Context: an optimization exercise on an open-source flow, tuned for small area. The choices shown serve that exercise and are no tape-out recipe. Only simulation tests tie the RTL to the original design; equivalence was not proved. No driver is modelled on the clock port, so clock power and skew are understated where the tree is cut down; a real chip needs a root buffer or a tree. Power figures rest on the tool's default switching activity, not on a simulated workload.

==> flow/design.v (excerpt) <==
module topmodule #(
    parameter integer CLK_FREQ = 1000000,
    parameter integer BAUD_RATE = 9600,
    parameter integer DB_THRES = 100
)(
    input  wire [7:0] data_in,
    input  wire clk,
    input  wire btn,
    input  wire reset,
    output wire txd,
    output wire [7:0] mem_out_data,
    output wire [3:0] mem_wr_addr,
    output wire tx_done_dbg,
    output wire rx_ready_dbg,
    output wire [7:0] rx_byte_dbg
);
Size in the first run: roughly 2400 um2 of cells after synthesis.
==> module debouncing, before the edit <==
module debouncing #(
    parameter integer THRESHOLD = 100
)(
    input  wire clk,
    input  wire reset,
    input  wire btn,
    output reg  transmit
);
    reg ff1, ff2;
    reg [6:0] cnt;
    function automatic h(input [5:0] x);
        h = ~(x[3] ^ (x[1] | (x[0] & x[2])));
    endfunction
    wire top    = &cnt;                  
    wire bottom = ~|cnt;                 
    wire f = (cnt[6] ^ h(cnt[5:0])) | top;
    wire g = (cnt[0] ^ h(cnt[6:1])) & ~bottom;
    always @(posedge clk) begin
        if (reset) begin
            ff1 <= 1'b0;
            ff2 <= 1'b0;
            cnt <= 7'd0;
            transmit <= 1'b0;
        end else begin
            ff1 <= btn;
            ff2 <= ff1;
            cnt <= ff2 ? {cnt[5:0], f} : {g, cnt[6:1]};
            transmit <= top;
        end
    end
endmodule
Settings: LEC_CHECK=0, CAP_MARGIN=20, CORE_MARGIN=2, CORE_UTILIZATION=40, GPL_TIMING_DRIVEN=0, SLEW_MARGIN=20; clock period 10.0 ns.
standard.sh (not shown) runs the stock make flow with config.mk's settings and CLKGATE_MAP_FILE= SYNTH_SCRIPT=/design/flow/synth_recipe.tcl, a recipe that flattens the netlist after the stock synthesis.
==> flow/flow/run.sh <==
#!/bin/bash
# Standard ORFS layout (bash standard.sh), with these changes:
#  - after the standard synthesis, the gates between the registers are
#    re-mapped by ABC for area (resyn.tcl, several ABC scripts, smallest kept); registers keep names and cells;
#  - gates downsized after floorplan (post_floorplan.tcl);
#  - buf_1 cells as the port buffers;
#  - TritonCTS's clock tree replaced by one level of clock buffers
#    (pre_cts.tcl).
# Each tool's output goes to its own log here and to ORFS's logs in orfs/logs.
set -euo pipefail
here=$(pwd)
export BUFFER_PORTS_ARGS="-buffer_cell sky130_fd_sc_hd__buf_1"
export PRE_CTS_TCL="$here/flow/pre_cts.tcl"
export POST_FLOORPLAN_TCL="$here/flow/post_floorplan.tcl"
export CLK_BUF_CELL="${CLK_BUF_CELL:-sky130_fd_sc_hd__clkbuf_8}"
export NCLK="${NCLK:-4}"
export CLK_SLEW_GUARD="${CLK_SLEW_GUARD:-0.122}"
bash standard.sh synth > synth.log 2>&1
res=$here/orfs/results/$FLOW_PLATFORM/topmodule/base
cp $res/1_2_yosys.v $here/standard_synth.v
YOSYS=yosys
[ -x "$FLOW_HOME/../tools/install/yosys/bin/yosys" ] && YOSYS="$FLOW_HOME/../tools/install/yosys/bin/yosys"
# Re-map with several ABC scripts and keep the smallest netlist.
mkdir -p $here/resyn
best=""; best_area=""
for abc in $here/flow/abc_*.abc; do
  name=$(basename $abc .abc)
  if RESYN_LIB=$FLOW_HOME/platforms/$FLOW_PLATFORM/lib/sky130_fd_sc_hd__tt_025C_1v80.lib \
     RESYN_IN=$here/standard_synth.v RESYN_OUT=$here/resyn/$name.v RESYN_ABC=$abc \
     $YOSYS -c $here/flow/resyn.tcl > $here/resyn/$name.log 2>&1; then
    area=$(grep -m1 "Chip area" $here/resyn/$name.v.stat | awk '{print $NF}')
    echo "$name $area" >> $here/resyn/areas.txt
    if [[ -z "$best" ]] || awk "BEGIN{exit !($area < $best_area)}"; then best=$name; best_area=$area; fi
  fi
done
echo "best $best $best_area" >> $here/resyn/areas.txt
if [[ -n "$best" ]]; then cp $here/resyn/$best.v $res/1_2_yosys.v; fi
bash standard.sh do-1_synth > synth_odb.log 2>&1
bash standard.sh > standard.log 2>&1
Other scripts of this flow, unchanged in this note and not shown: flow/flow/abc_amap.abc, flow/flow/abc_amap2.abc, flow/flow/abc_amapm.abc, flow/flow/abc_famap.abc, flow/flow/abc_map.abc, flow/flow/abc_nf.abc, flow/flow/abc_nfa.abc, flow/flow/abc_syn2nf.abc, flow/flow/post_floorplan.tcl, flow/flow/pre_cts.tcl, flow/flow/resyn.tcl
Rerun with:
--- a/flow/design.v
+++ b/flow/design.v
@@ -11,10 +11,11 @@
     function automatic h(input [5:0] x);
         h = ~(x[3] ^ (x[1] | (x[0] & x[2])));
     endfunction
-    wire top    = &cnt;                  
-    wire bottom = ~|cnt;                 
-    wire f = (cnt[6] ^ h(cnt[5:0])) | top;
-    wire g = (cnt[0] ^ h(cnt[6:1])) & ~bottom;
+    wire near_top = cnt[5] & cnt[4] & cnt[3] & cnt[1] & cnt[0];
+    wire near_bot = ~(cnt[5] | cnt[3] | cnt[2] | cnt[1] | cnt[0]);
+    wire top = near_top & cnt[6];        
+    wire f = (cnt[6] ^ h(cnt[5:0])) | near_top;
+    wire g = (cnt[0] ^ h(cnt[6:1])) & ~near_bot;
     always @(posedge clk) begin
         if (reset) begin
             ff1 <= 1'b0;
Outcome: Worst setup slack stays flat. Design area stays flat. Hold slack barely changes. Global-route usage is about the same. Core utilization fell by 0.11 points. Wire length decreases by 1.7%. First-iteration DRC count rose by 63%. Combinational power shrinks by about 10%. Register-to-register slack gets better by 0.32 ns. Flip-flop and latch count stays the same. Critical path depth goes up by 1.
No run of this note takes its clock network from TritonCTS; it comes from the design's own scripts or RTL.

==> static timing again, ports no longer ideal <==
The results above use ideal ports. As a check the final layouts listed here were re-extracted and re-timed, cells and wires unchanged. Step 1 assumes that a clkbuf_16 drives the clock port and a buf_2 every other input. Step 2 moves the port delays by t, midway between the first and last clock arrival at a register: inputs arrive t later, outputs are due t later. That takes back most of the time a late clock gives input paths. a / b / c = no drivers / after step 1 / after step 2; a / b = the first two.
| run | t (ns) | slack for setup (ns) | worst hold slack (ns) | slew at the worst register clock pin (ns) | cell pins on the clock port's net |
|---|---|---|---|---|---|
| the first run | 0.210 | 6.131 / 6.077 / 6.287 | 0.385 / 0.385 / 0.385 | 0.10 / 0.10 | 4 |
| the second run | 0.210 | 6.129 / 6.072 / 6.282 | 0.387 / 0.387 / 0.387 | 0.10 / 0.10 | 4 |
After both steps setup and hold are still met in every run listed.
